Background: an optimization exercise with open tools, aiming at small area, a short achievable clock period and few clock cycles per item. Do not read the settings as production practice. Only simulation tests tie the RTL to the original design; equivalence was not proved.

## north
## geofence
module geofence (clk, reset, X, Y, R, valid, is_inside);
input clk;
input reset;
input [9:0] X;
input [9:0] Y;
input [10:0] R;
output reg valid;
output reg is_inside;
reg [5:0] n;                        
wire [5:0] n_n = (n == 6'd37) ? 6'd0 : n + 6'd1;
reg [2:0] g;                        
wire [2:0] g_n = (n == 6'd37 || g == 3'd5) ? 3'd0 : g + 3'd1;
reg inph;
reg [30:0] ring [0:5];              
reg [9:0] X0, Y0;
integer k;
always @(posedge clk) begin
    for (k = 0; k < 5; k = k + 1) ring[k] <= ring[k+1];
    ring[5] <= inph ? {X, Y, R} : ring[0];
    if (n == 6'd0) begin X0 <= X; Y0 <= Y; end
end
function [2:0] posof;               
    input [2:0] j;
    input [2:0] gg;
    reg [3:0] d;
    begin
        d = {1'b0, j} + 4'd6 - {1'b0, gg};
        posof = (d >= 4'd6) ? d[2:0] - 3'd6 : d[2:0];
    end
endfunction
reg [2:0] rk1, rk2, rk3, rk4, rk5;
wire [2:0] rf1, rf2, rf3, rf4, rf5;    
function [2:0] lsel;                
    input [2:0] r;
    begin
        lsel = (rf1 == r) ? 3'd1 : (rf2 == r) ? 3'd2 : (rf3 == r) ? 3'd3 :
               (rf4 == r) ? 3'd4 : 3'd5;
    end
endfunction
reg [5:0] selA, selB;               
reg       amb;                      
wire      bef;
wire       sw = amb & ~bef;
wire [5:0] selBe = {selB[5:4], selB[3] | sw, selB[2] & ~sw, selB[1:0]};
reg [30:0] pA, pB;
integer kk;
always @(*) begin
    pA = 31'd0; pB = 31'd0;
    for (kk = 0; kk < 6; kk = kk + 1) begin
        pA = pA | (ring[kk] & {31{selA[kk]}});
        pB = pB | (ring[kk] & {31{selBe[kk]}});
    end
end
wire [9:0]  ax = pA[30:21], ay = pA[20:11];
  ...
Size in the first run: ~4400 cells after synthesis, about 35 I/O pins, roughly 36000 um2 of cells after synthesis.
export LEC_CHECK = 0
export ABC_AREA = 1
export CAP_MARGIN = 20
export CORE_MARGIN = 2
export CORE_UTILIZATION = 40
export CTS_CLUSTER_DIAMETER = 100
export CTS_CLUSTER_SIZE = 26
export SLEW_MARGIN = 20
create_clock -name core_clock -period 25.0 [get_ports {clk}]
standard.sh (not shown) runs the stock make flow with config.mk's settings and CLKGATE_MAP_FILE= SYNTH_SCRIPT=/design/flow/synth_recipe.tcl, a recipe that flattens the netlist after the stock synthesis.
==> flow/flow/run.sh <==
#!/bin/bash
# Standard ORFS layout at the design's clock and constraints, with two changes:
# the ports are buffered with a plain buf_2 (instead of the delay buffer
# buffer_ports picks by default), and repair_timing is asked for 19 ns of
# setup margin so that it also works on paths that already meet the clock.
set -euo pipefail
export BUFFER_PORTS_ARGS="-buffer_cell sky130_fd_sc_hd__buf_2"
export SETUP_SLACK_MARGIN=19
bash standard.sh > standard.log 2>&1
north has completed all stages; timing, DRC and antenna checks passed.
Testbench counts of north, summed over its fixed seeds: cycles 60,800, items 1,600.
Changes in south relative to north:
Settings: changing CTS_CLUSTER_SIZE from 26 to 20.
==> comparison <==
south vs. north: met3 routing resource usage after global routing climbed 0.25 points; post-layout instance area barely changed; share of the clock period used by the worst path after layout dropped 0.19 points. Number of global-route vias before repair | south above north.


Another version of the RTL of geofence (not shown whole).
Size in the first run: about 5000 cells after synthesis, ~35 I/O pins.
## geofence
module geofence (clk, reset, X, Y, R, valid, is_inside);
input clk;
input reset;
input [9:0] X;
input [9:0] Y;
input [10:0] R;
output reg valid;
output reg is_inside;
reg [5:0] n;                        
wire [5:0] n_n = (n == 6'd38) ? 6'd0 : n + 6'd1;
reg [2:0] g;                        
wire [2:0] g_n = (n == 6'd38 || g == 3'd5) ? 3'd0 : g + 3'd1;
reg inph;
reg [30:0] ring [0:5];              
reg [9:0] X0, Y0;
integer k;
always @(posedge clk) begin
    for (k = 0; k < 5; k = k + 1) ring[k] <= ring[k+1];
    ring[5] <= inph ? {X, Y, R} : ring[0];
    if (n == 6'd0) begin X0 <= X; Y0 <= Y; end
end
function [2:0] posof;               
    input [2:0] j;
    input [2:0] gg;
    reg [3:0] d;
    begin
        d = {1'b0, j} + 4'd6 - {1'b0, gg};
        posof = (d >= 4'd6) ? d[2:0] - 3'd6 : d[2:0];
    end
endfunction
reg [2:0] rk1, rk2, rk3, rk4, rk5;
wire [2:0] rf1, rf2, rf3, rf4, rf5;    
function [2:0] lsel;                
    input [2:0] r;
    begin
        lsel = (rf1 == r) ? 3'd1 : (rf2 == r) ? 3'd2 : (rf3 == r) ? 3'd3 :
               (rf4 == r) ? 3'd4 : 3'd5;
    end
endfunction
reg [5:0] selA, selB;               
reg [30:0] pA, pB;
integer kk;
always @(*) begin
    pA = 31'd0; pB = 31'd0;
    for (kk = 0; kk < 6; kk = kk + 1) begin
        pA = pA | (ring[kk] & {31{selA[kk]}});
        pB = pB | (ring[kk] & {31{selB[kk]}});
    end
end
wire [9:0]  ax = pA[30:21], ay = pA[20:11];
wire [10:0] ar = pA[10:0];
wire [9:0]  bx = pB[30:21], by = pB[20:11];
wire [10:0] br = pB[10:0];
reg rld, sload, smul, scmp, aph, sph, eph, uvl, aqsh, aacc, tsel, fin, radsum, radodd;
reg [3:0] asel;                     
function [5:0] pairof;
    input [5:0] nn;
    case (nn)
        6'd3:  pairof = {3'd1, 3'd2};
        6'd4:  pairof = {3'd1, 3'd3};
        6'd5:  pairof = {3'd2, 3'd3};
        6'd6:  pairof = {3'd1, 3'd4};
        6'd7:  pairof = {3'd2, 3'd4};
        6'd8:  pairof = {3'd3, 3'd4};
        6'd9:  pairof = {3'd1, 3'd5};
        6'd10: pairof = {3'd2, 3'd5};
        6'd11: pairof = {3'd3, 3'd5};
  ...
Settings: LEC_CHECK=0, ABC_AREA=1, CAP_MARGIN=20, CORE_MARGIN=2, CORE_UTILIZATION=40, SLEW_MARGIN=20; clock period 25.0 ns.
==> flow/flow/run.sh <==
#!/bin/bash
# Standard ORFS layout; the only change is the cell used to buffer the ports
# (a plain buf_2 instead of the delay buffer buffer_ports picks by default).
set -euo pipefail
export BUFFER_PORTS_ARGS="-buffer_cell sky130_fd_sc_hd__buf_2"
bash standard.sh > standard.log 2>&1
The starting point completed with no timing, DRC or antenna violations.
Testbench counts at the start, summed over its fixed seeds: cycles 62,400, items 1,600.
Rerun with:
==> flow/flow/run.sh (replaced) <==
#!/bin/bash
# Standard ORFS layout at the design's clock and constraints, with two changes:
# the ports are buffered with a plain buf_2 (instead of the delay buffer
# buffer_ports picks by default), and repair_timing is asked for 19 ns of
# setup margin so that it also works on paths that already meet the clock.
set -euo pipefail
export BUFFER_PORTS_ARGS="-buffer_cell sky130_fd_sc_hd__buf_2"
export SETUP_SLACK_MARGIN=19
bash standard.sh > standard.log 2>&1
Settings changed: CORE_UTILIZATION 40 to 55, CTS_BUF_LIST set to sky130_fd_sc_hd__clkbuf_8.
Result: The changed run went through all stages and came out clean; fmax went up by 4.4%; die area went down by 27%; via count went up by 1.9%; global-route usage went up by 8.7 points.
Rerun with:
Settings changed: CORE_UTILIZATION 55 to 40, CTS_BUF_LIST sky130_fd_sc_hd__clkbuf_8 to unset.
What happened:
- worst hold slack hardly moves
- global-route usage went down by 8.6 points
- wire length went down by 0.87%
- synthesized cell count is unchanged
- clock-buffer cell count went down by 37
- core utilization went down by 17 points
- register-to-register slack is better by 0.12 ns
- sequential share of layout area went down by 0.27 points
- clock skew hardly moves
- non-clock buffer count went down by 10
Rerun with:
Settings changed: CTS_BUF_LIST set to sky130_fd_sc_hd__clkbuf_8.
Result: Cell area is lower by 0.30%. Die area is unchanged. Non-clock buffer count is higher by 1.

## what the ideal ports hide
The results above use ideal ports. As a check the final layouts listed here were re-extracted and re-timed, cells and wires unchanged.
Step 1 (the two cells are an assumption about what drives the block):
set clk [get_ports {clk}]
set_driving_cell -lib_cell sky130_fd_sc_hd__clkbuf_16 $clk
set_driving_cell -lib_cell sky130_fd_sc_hd__buf_2 [delete_from_list [all_inputs] $clk]
Step 2 moves the port delays by t, midway between the first and last clock arrival at a register: inputs arrive t later, outputs are due t later. That takes back most of the time a late clock gives input paths.
a / b / c = ideal / step 1 / step 2; a / b = the first two.
| run | shift t [ns] | setup WS [ns] | hold slack, ns |
|---|---|---|---|
| north | 0.681 | 18.867 / 18.796 / 19.312 | 0.333 / 0.333 / 0.333 |
| south | 0.635 | 18.914 / 18.849 / 19.319 | 0.328 / 0.328 / 0.328 |
| the first run of note 2 | 0.726 | 18.435 / 18.435 / 18.435 | 0.322 / 0.322 / 0.322 |
| the second run of note 2 | 0.750 | 18.714 / 18.647 / 19.116 | 0.328 / 0.328 / 0.328 |
| the third run of note 2 | 0.726 | 18.693 / 18.625 / 19.239 | 0.326 / 0.326 / 0.326 |
| the fourth run of note 2 | 0.810 | 18.613 / 18.546 / 19.243 | 0.326 / 0.326 / 0.326 |
After both steps every run listed still meets setup and hold.
